This design comes from an exercise in tuning for small area and a short achievable clock period on the open sky130 flow, not from production work. Function was checked by simulation only, so behaviour that the tests miss may differ from the original.

==> flow/design.v, too long to show whole: its modules and the start of the top module <==
// module EdgeRasterizer_add16: 28 lines
// module EdgeRasterizer: 909 lines
module EdgeRasterizer(clock,
						in_sig_start_new_triangle,
						in_sig_get_boundary_coords,
						in_sig_form_edges,
						in_sig_pixel_loop_setup,
						in_sig_rasterize_pixels,
						in_v0_screen_x, in_v0_screen_y,
						in_v1_screen_x, in_v1_screen_y,
						in_v2_screen_x, in_v2_screen_y,
						in_v0_depth, in_v1_depth, in_v2_depth,
						in_color,
						out_sig_rasterize_write_pixel,
						out_sig_rasterize_done,
						out_pixel_x, out_pixel_y,
						out_pixel_depth,
						out_pixel_color);
  // ...
==> flow/run.sh <==
#!/bin/bash
# synth_recipe.tcl (not shown) runs the flow's synth.tcl, then flattens the netlist and writes it again
# the make line also repeats each setting of config.mk as NAME=value (left out here)
make -C /OpenROAD-flow-scripts/flow DESIGN_CONFIG=/design/flow/config.mk WORK_HOME=/design/flow/orfs CLKGATE_MAP_FILE= SYNTH_SCRIPT=/design/flow/synth_recipe.tcl finish
==> flow/config.mk <==
export PLATFORM = sky130hd
export DESIGN_NAME = EdgeRasterizer
export DESIGN_NICKNAME = EdgeRasterizer
export VERILOG_FILES = /design/flow/design.v
export SDC_FILE = /design/flow/constraint.sdc
export NUM_CORES = 4
export LEC_CHECK = 0
export CAP_MARGIN = 20
export CORE_MARGIN = 2
export CORE_UTILIZATION = 40
export SLEW_MARGIN = 20
==> flow/constraint.sdc <==
create_clock -name core_clock -period 28.0 [get_ports {clock}]
set_input_delay 5.6000 -clock core_clock [delete_from_list [all_inputs] [get_ports {clock}]]
set_output_delay 5.6000 -clock core_clock [all_outputs]
set_load 0.01 [all_outputs]
==> results.txt, run 1 <==
----------------------------------------------------
[STA]
  Slew margin rel. ... 0.256
  Setup total negative slack ... 0 ns
  Hold Worst Slack ... roughly 0.59 ns

[Drt]
  Total number of vias ... 26100
  DRC violations left ... 0
  Drt first-iter violations ... 2574
  Ratio of routed vias to standard cells ... 5.60
  Sum of routed wire segments on met1 ... 46200 µm

[Synth]
  Number of flops mapped to enable cells by yosys ... 276
  Leading register cell type out of synthesis ... edfxtp_1
  Largest area contributor in the synthesized netlist ... edfxtp_1
  Syn avg cell area ... 9.22 µm²

[Setup path]
  Worst endpoint data arrival time ... around 7.7 ns
  Crit-path max FO ... between 50 and 60
  Startpoint of the worst setup timing path ... in_sig_get_boundary_coords[0]
  Critical path's top delay family ... buffers and inverters
  Critical path's slowest cell ... buf_4
  Crit path kind ... primary input to flip-flop

[GRT]
  GR met2 Demand/Resource ... 0.424
  Met1 usage ... 0.360
  GRT Residual Overflow ... 0
  Wire length of the first global-routing pass ... 162000 µm

[Status]
  Status ... finished clean

[Min path]
  Number of cells traversed by the worst hold path ... 2

[Cells and area]
  Non-Clock Buffer Count ... 211
  Proportion of cell area spent on the clock network ... 0.0315
  Cell area after layout ... 36000 µm²
  Commonest cells after routing, fill and taps aside ... 453 x inv_1, 316 x nand2_1, 276 x edfxtp_1, 262 x fa_1, 260 x ha_1

[Clocking]
  CTS-repair resized insts ... 0
  Clock H-tree levels ... 2

[Place]
  Post-detailed-placement cell area ... roughly 35000 µm²
  Post-placement cell count ... 4601

[Die]
  Width of the die ... 287 µm
  Die Y ... 287 µm

----------------------------------------------------
==> run 2: changes to the inputs <==
--- a/flow/design.v
+++ b/flow/design.v
@@ -80,17 +80,17 @@
 	reg [15:0] x, y;
 	reg [15:0] area;
 	reg [15:0] e1, e2;
 	reg [15:0] rs1, rs2;	 
 	reg [8:0] p1l, p2l;	 
 	reg j1, j2;
 	reg nsel, nincx, nincy;	 
 	reg natx, naty;		 
-	reg w0, h0;		 
+	reg w0;			 
 	wire [15:0] vx0 = r0, vy0 = r1, vx1 = r2, vy1 = r3, vx2 = r4, vy2 = r5;
 	wire [15:0] a1, a2, b1, b2;
 	wire ca1, ca2, cb1, cb2;	 
 	EdgeRasterizer_add16 u_a1(vy2, ~vy0, 1'b1, a1, ca1);	 
 	EdgeRasterizer_add16 u_a2(vy0, ~vy1, 1'b1, a2, ca2);	 
 	EdgeRasterizer_add16 u_b1(vx0, ~vx2, 1'b1, b1, cb1);	 
 	EdgeRasterizer_add16 u_b2(vx1, ~vx0, 1'b1, b2, cb2);	 
 	wire za1 = ~|a1, za2 = ~|a2, zb1 = ~|b1, zb2 = ~|b2;
@@ -110,22 +110,22 @@
 	wire [15:0] mxy = ky0 ? vy0 : ky1 ? vy1 : vy2;
 	wire [15:0] xj = iy0 ? vx0 : iy1 ? vx1 : vx2;
 	wire [15:0] mxx_z, mxy_z;	 
 	assign mxx_z[0] = 1'b1;
 	assign mxy_z[0] = 1'b1;
 	genvar gi;
 	generate
 		for (gi = 1; gi < 16; gi = gi + 1) begin : dec
-			assign mxx_z[gi] = ~|mxx[gi - 1:0];
-			assign mxy_z[gi] = ~|mxy[gi - 1:0];
+			assign mxx_z[gi] = ~|max_x[gi - 1:0];
+			assign mxy_z[gi] = ~|r5[gi - 1:0];
 		end
 	endgenerate
-	wire [15:0] mxx_m1 = mxx ^ mxx_z;
-	wire [15:0] mxy_m1 = mxy ^ mxy_z;
+	wire [15:0] mxx_m1 = max_x ^ mxx_z;
+	wire [15:0] mxy_m1 = r5 ^ mxy_z;
 	wire [15:0] p1 = {r0[15:9], p1l};
 	wire [15:0] p2 = {r1[15:9], p2l};
 	wire [15:0] q1 = e1;
 	wire [15:0] q2 = e2;
 	wire m1t_p1 = p1[0] & q1[0];
 	wire m1t_p2 = p1[1] & q1[0];
 	wire m1t_p3 = p1[2] & q1[0];
 	wire m1t_p4 = p1[3] & q1[0];
@@ -848,18 +848,47 @@
 		(area_c[7:0] <= 8'd16) ? 8'd8 :
 		(area_c[7:0] <= 8'd18) ? 8'd7 :
 		(area_c[7:0] <= 8'd21) ? 8'd6 :
 		(area_c[7:0] <= 8'd25) ? 8'd5 :
 		(area_c[7:0] <= 8'd32) ? 8'd4 :
 		(area_c[7:0] <= 8'd42) ? 8'd3 :
 		(area_c[7:0] <= 8'd64) ? 8'd2 :
 		(area_c[7:0] <= 8'd128) ? 8'd1 : 8'd0;
-	wire [8:0] dd1 = {7'd0, dep1} - {7'd0, dep0};
-	wire [8:0] dd2 = {7'd0, dep2} - {7'd0, dep0};
+	wire [8:0] inv3 = (area_c[15:8] != 8'd0 || area_c[7:0] == 8'd0) ? 9'd0 :
+		(area_c[7:0] <= 8'd1) ? 9'd384 :
+		(area_c[7:0] <= 8'd2) ? 9'd192 :
+		(area_c[7:0] <= 8'd3) ? 9'd126 :
+		(area_c[7:0] <= 8'd4) ? 9'd96 :
+		(area_c[7:0] <= 8'd5) ? 9'd75 :
+		(area_c[7:0] <= 8'd6) ? 9'd63 :
+		(area_c[7:0] <= 8'd7) ? 9'd54 :
+		(area_c[7:0] <= 8'd8) ? 9'd48 :
+		(area_c[7:0] <= 8'd9) ? 9'd42 :
+		(area_c[7:0] <= 8'd10) ? 9'd36 :
+		(area_c[7:0] <= 8'd11) ? 9'd33 :
+		(area_c[7:0] <= 8'd12) ? 9'd30 :
+		(area_c[7:0] <= 8'd14) ? 9'd27 :
+		(area_c[7:0] <= 8'd16) ? 9'd24 :
+		(area_c[7:0] <= 8'd18) ? 9'd21 :
+		(area_c[7:0] <= 8'd21) ? 9'd18 :
+		(area_c[7:0] <= 8'd25) ? 9'd15 :
+		(area_c[7:0] <= 8'd32) ? 9'd12 :
+		(area_c[7:0] <= 8'd42) ? 9'd9 :
+		(area_c[7:0] <= 8'd64) ? 9'd6 :
+		(area_c[7:0] <= 8'd128) ? 9'd3 : 9'd0;
+	function [8:0] dinv;
+		input [1:0] d;
+		input [7:0] i1;
+		input [8:0] i3;
+		dinv = (d == 2'd0) ? 9'd0 : (d == 2'd1) ? {1'b0, i1} : (d == 2'd2) ? {i1, 1'b0} : i3;
+	endfunction
+	wire [8:0] di0 = dinv(dep0, inv, inv3);
+	wire [8:0] m1v = dinv(dep1, inv, inv3) - di0;
+	wire [8:0] m2v = dinv(dep2, inv, inv3) - di0;
 	wire [15:0] e0 = area - e1 - e2;
 	wire in_tri = ~e0[15] & ~e1[15] & ~e2[15];
 	wire [8:0] t1 = s1v[8:0] + c1v[8:0];
 	wire [8:0] t2 = s2v[8:0] + c2v[8:0];
 	wire [10:0] dsum = {2'b00, t1} + {2'b00, t2} + {2'b00, dep0, 1'b1, 6'd0};
 	wire [1:0] dq = (dsum[10:9] != 2'b00) ? 2'b11 : dsum[8:7];
 	wire [15:0] xi = x + {15'd0, nincx};
 	wire [15:0] yi = y + {15'd0, nincy};
@@ -883,51 +912,53 @@
 			dep2 <= in_v2_depth;
 			color <= in_color;
 		end
 		if (st | bd) begin
 			r0 <= st ? in_v0_screen_x : a1;
 			r1 <= st ? in_v0_screen_y : a2;
 			r2 <= bd ? b1 : in_v1_screen_x;
 			r3 <= bd ? b2 : in_v1_screen_y;
-			r5 <= bd ? mxy_m1 : in_v2_screen_y;
 		end
+		if (st | bd | ls)
+			r5 <= st ? in_v2_screen_y : ph_a ? mxy : mxy_m1;	 
+		if (bd | ls)
+			max_x <= ph_a ? mxx : mxx_m1;	 
+		if (ls)
+			w0 <= x == max_x;
 		if (st | bd | fe)
 			r4 <= st ? in_v2_screen_x : ph_a ? xj : x;
 		if (bd) begin
-			max_x <= mxx_m1;
-			w0 <= mnx == mxx;
-			h0 <= mny == mxy;
 			j1 <= iy1;
 			j2 <= ~iy0 & ~iy1;
 		end
 		if (bd | rs) begin
 			x <= ph_a ? mnx : nx;
 			y <= ph_a ? mny : yi;
 		end
 		if (ls)
 			area <= area_c;
 		if (bd | ls) begin
-			p1l <= ph_a ? a1[8:0] : dd1 * {1'b0, inv};
-			p2l <= ph_a ? a2[8:0] : dd2 * {1'b0, inv};
+			p1l <= ph_a ? a1[8:0] : m1v;
+			p2l <= ph_a ? a2[8:0] : m2v;
 		end
 		if (bd | fe | ls | (rs & ~hold)) begin
 			e1 <= ph_a ? b2 : ph_b ? xd : e1n;
 			e2 <= ph_a ? b1 : ph_b ? xd : e2n;
 		end
 		if (fe | ls | (rs & wrap)) begin
 			rs1 <= e1n;
 			rs2 <= e2n;
 		end
 		if (ls | rs) begin
 			nsel <= ~ph_c & wrap;
 			nincx <= ~ph_c & ~atx;
 			nincy <= ~ph_c & wrap;
-			natx <= ph_c ? w0 : hold | (wrap ? w0 : nx == max_x);
-			naty <= ph_c ? h0 : wrap ? yi == r5 : naty;
+			natx <= ph_c ? x == max_x : hold | (wrap ? w0 : nx == max_x);
+			naty <= ph_c ? y == r5 : wrap ? yi == r5 : naty;
 		end
 		od <= dq;
 		wr <= rs & in_tri;
 		dn <= rs & hold;
 	end
 	assign out_sig_rasterize_write_pixel = wr;
 	assign out_sig_rasterize_done = dn;
 	assign out_pixel_x = x;
==> run 2 against run 1 <==
Still clean. Critical path depth unchanged. Synthesized cell count down 0.23%. First-iteration DRC count is 15% higher. Sequential share of layout area is 0.13 points higher. Register-to-register slack barely moved. Global-route usage grew 1.7 points. Maximum frequency fell by 7.8%. Worst hold slack lost 0.045 ns. Critical path type unchanged.
==> results.txt, run 2 <==
----------------------------------------------------
[Status]
  Status ... finished clean

[Synth]
  Syn avg cell area ... 9.15 µm² (-0.74%)
  Largest area contributor in the synthesized netlist ... edfxtp_1
  Syn_nets ... 4095
  Synth unique cells ... 79
  Post-synth ARST share ... 0
  Top cells by instance count after synthesis ... 417 x inv_1, 317 x nand2_1, 275 x edfxtp_1, 252 x ha_1, 246 x fa_1
  Synth top area cells ... edfxtp_1 26%, fa_1 15%, ha_1 9.9%, xnor2_1 5.5%, inv_1 4.9%
  Most frequent cell after synthesis ... inv_1
  Fraction of synthesized cell area taken by the top area cell type ... 0.260
  Number of flops mapped to enable cells by yosys ... 275 (-0.36%)
  Leading register cell type out of synthesis ... edfxtp_1
  Synth warnings ... 2
  Flop and latch count out of synthesis ... 279
  Synthesized instance count ... 3473
  Post-synthesis instance area ... 31800 µm²
  Sequential element share of the synthesized area ... 0.262

[Drt]
  WL met2 ... 52300 µm
  WL/cell ... 24.8 µm
  First drt pass iteration count ... 8
  Total number of vias ... 26700 (+2.1%)
  Drt first-iter violations ... 2972 (+15%)
  Total wire length ... roughly 120000 µm
  ANT nets after route ... 0
  Highest signal layer in the routed design ... met5
  DRC violations left ... 0 (unchanged)
  WL met3 ... 9030 µm
  Ratio of routed vias to standard cells ... 5.75 (+2.6%)
  Sum of routed wire segments on met1 ... 48000 µm (+3.8%)

[Min path]
  Worst hold path startpoint ... e2[15]$_DFFE_PP_
  Number of cells traversed by the worst hold path ... 1 (-1)
  Worst Hold Path EP ... wr$_DFF_P_
  Min-delay worst type ... flip-flop to flip-flop

[STA]
  Shortest clock period the worst path allows after layout ... a little over 8 ns
  Hold Worst Slack ... 0.546 ns (-0.0446 ns)
  Worst setup skew after layout ... 0.0264 ns
  Number of setup violations in the final report ... 0
  Pin slew with the least headroom to its limit ... 1.09 ns
  Slew margin rel. ... 0.263 (+0.00734)
  Final clock period utilization by the worst path ... 0.288
  Final-report hold violation count ... 0
  Final count of pins violating max slew ... 0
  Setup total negative slack ... 0 ns (unchanged)
  Max frequency ... about 0.12 GHz
  Setup repair after global routing missed its margin ... false

[Cells and area]
  Most frequent standard cell in the layout excluding fill and tap cells ... inv_1
  Area growth syn-to-layout ... 12.4%
  Ant diodes ... 0
  Cell area after layout ... 35700 µm² (-0.92%)
  Commonest cells after routing, fill and taps aside ... 417 x inv_1, 317 x nand2_1, 275 x edfxtp_1, 252 x ha_1, 246 x fa_1
  Final standard cell utilization of the core ... 0.453
  Count of nets after finishing ... 4188
  Ratio of cells with drive above 1 in the final layout ... 0.0415

[Die]
  Width of the die ... 286 µm (-0.48%)
  Overall die area ... approximately 82000 µm²
  Io pins ... 176
  # rows ... 103
  Area of the core ... 78900 µm²
  Effective utilization at floorplan ... 0.403
  Die Y ... 286 µm (-0.48%)

[Clocking]
  Clock buffer count from CTS ... 35
  Clock H-tree levels ... 2 (unchanged)
  CTS-repair resized insts ... 0 (unchanged)
  Skew-Pair Late Insertion Delay ... between 0.5 and 0.6 ns
  Postcts setup bufs ... 0
  Clock tree from TritonCTS ... done
  CTS root buf ... clkbuf_16
  Clock Tree Buf Depth ... 3
  Post-cts hold buffer count ... 0
  Number of clock sinks seen by CTS ... 279
  Clock transition at path regs ... 0.06 ns

[Setup path]
  Startpoint of the worst setup timing path ... in_sig_pixel_loop_setup[0]
  WP buf/inv ... 2
  Type of destination of the critical path ... flip-flop
  Critical path data required time ... 28.18 ns
  Sort of element at the start of the critical path ... primary input
  Crit path kind ... primary input to flip-flop
  Number of cells on the worst reg-to-reg path ... 21
  Max incr delay on CP ... 0.89 ns
  Critical R2R Launch ... r0[12]$_DFFE_PP_
  Crit-path max FO ... 35 (-40%)
  Critical path's slowest cell ... or2_2
  Reg-to-reg endpoint ... e1[15]$_DFFE_PP_
  Critical-path cell list ... clkdlybuf4s50_1 > buf_4 > or2_2 > o21ai_0 > nand2b_1
  Worst endpoint data arrival time ... 8.24 ns (+0.56 ns)
  Worst-case register-to-register setup slack ... 20.95 ns
  Critical path's top delay family ... simple AND/OR/NAND/NOR gates

[GRT]
  Initial antenna violation count ... 4
  Largest net degree at the start of global routing ... 69
  GRT Residual Overflow ... 0 (unchanged)
  Wire length of the first global-routing pass ... 171000 µm (+5.2%)
  Via count of the first global-routing pass ... 26100
  All-Layer GR Usage ... 0.280

[Place]
  Total of buffers placed on input and output ports ... between 150 and 200
  Final Wtd Congestion ... 0.967
  Detailed placer's ending HPWL ... 90300 µm
  Post-detailed-placement cell area ... 34500 µm² (-0.98%)

[Flow run]
  Max cap viols ... 0

----------------------------------------------------
## run 2: kinds of logic after synthesis
family / synth area share
and+or+nand+nor: 0.158
AOI/OAI and AO/OA: 0.137
adders and majority gates: 0.254
xor gates and xnor gates: 0.0725
muxes: 0.0479
buffers and inverters: 0.0682
DFF: 0.262
## run 2: worst max path at each step
stage | endpoint | cells after the start
detailed placement | r5[2]$_DFFE_PP_ | 5
CTS | r5[5]$_DFFE_PP_ | 5
global route | r5[2]$_DFFE_PP_ | 5
global placement | r5[2]$_DFFE_PP_ | 5
finish | r5[2]$_DFFE_PP_ | 5
floorplan | r5[0]$_DFFE_PP_ | 4
## run 2: per-layer routing
layer | track usage | vias up
met5 | 0 | -
met4 | 0.125 | 2
met3 | 0.0409 | 235
met2 | 0.444 | 1201
met1 | 0.379 | 13200
li1 | - | 12100
## run 2: metrics by stage
stage,instances,setup slack (ns)
final,4642,19.94
after detailed placement,4579,19.38
after floorplan,3473,20.63
after global placement,4578,19.44
after CTS,4642,19.96
after global routing,4642,19.81
## run 2: area by class of cell
type / instances / area [µm²]
Clock buffer: 40 / 916
Clock inverter: 23 / 259
Fill cell: 7679 / 43200
Inverter: 421 / 1580
Multi-Input combinational cell: 2620 / 21300
Sequential cell: 279 / 8340
Tap cell: 1050 / 1310
Timing Repair Buffer: 209 / 2010
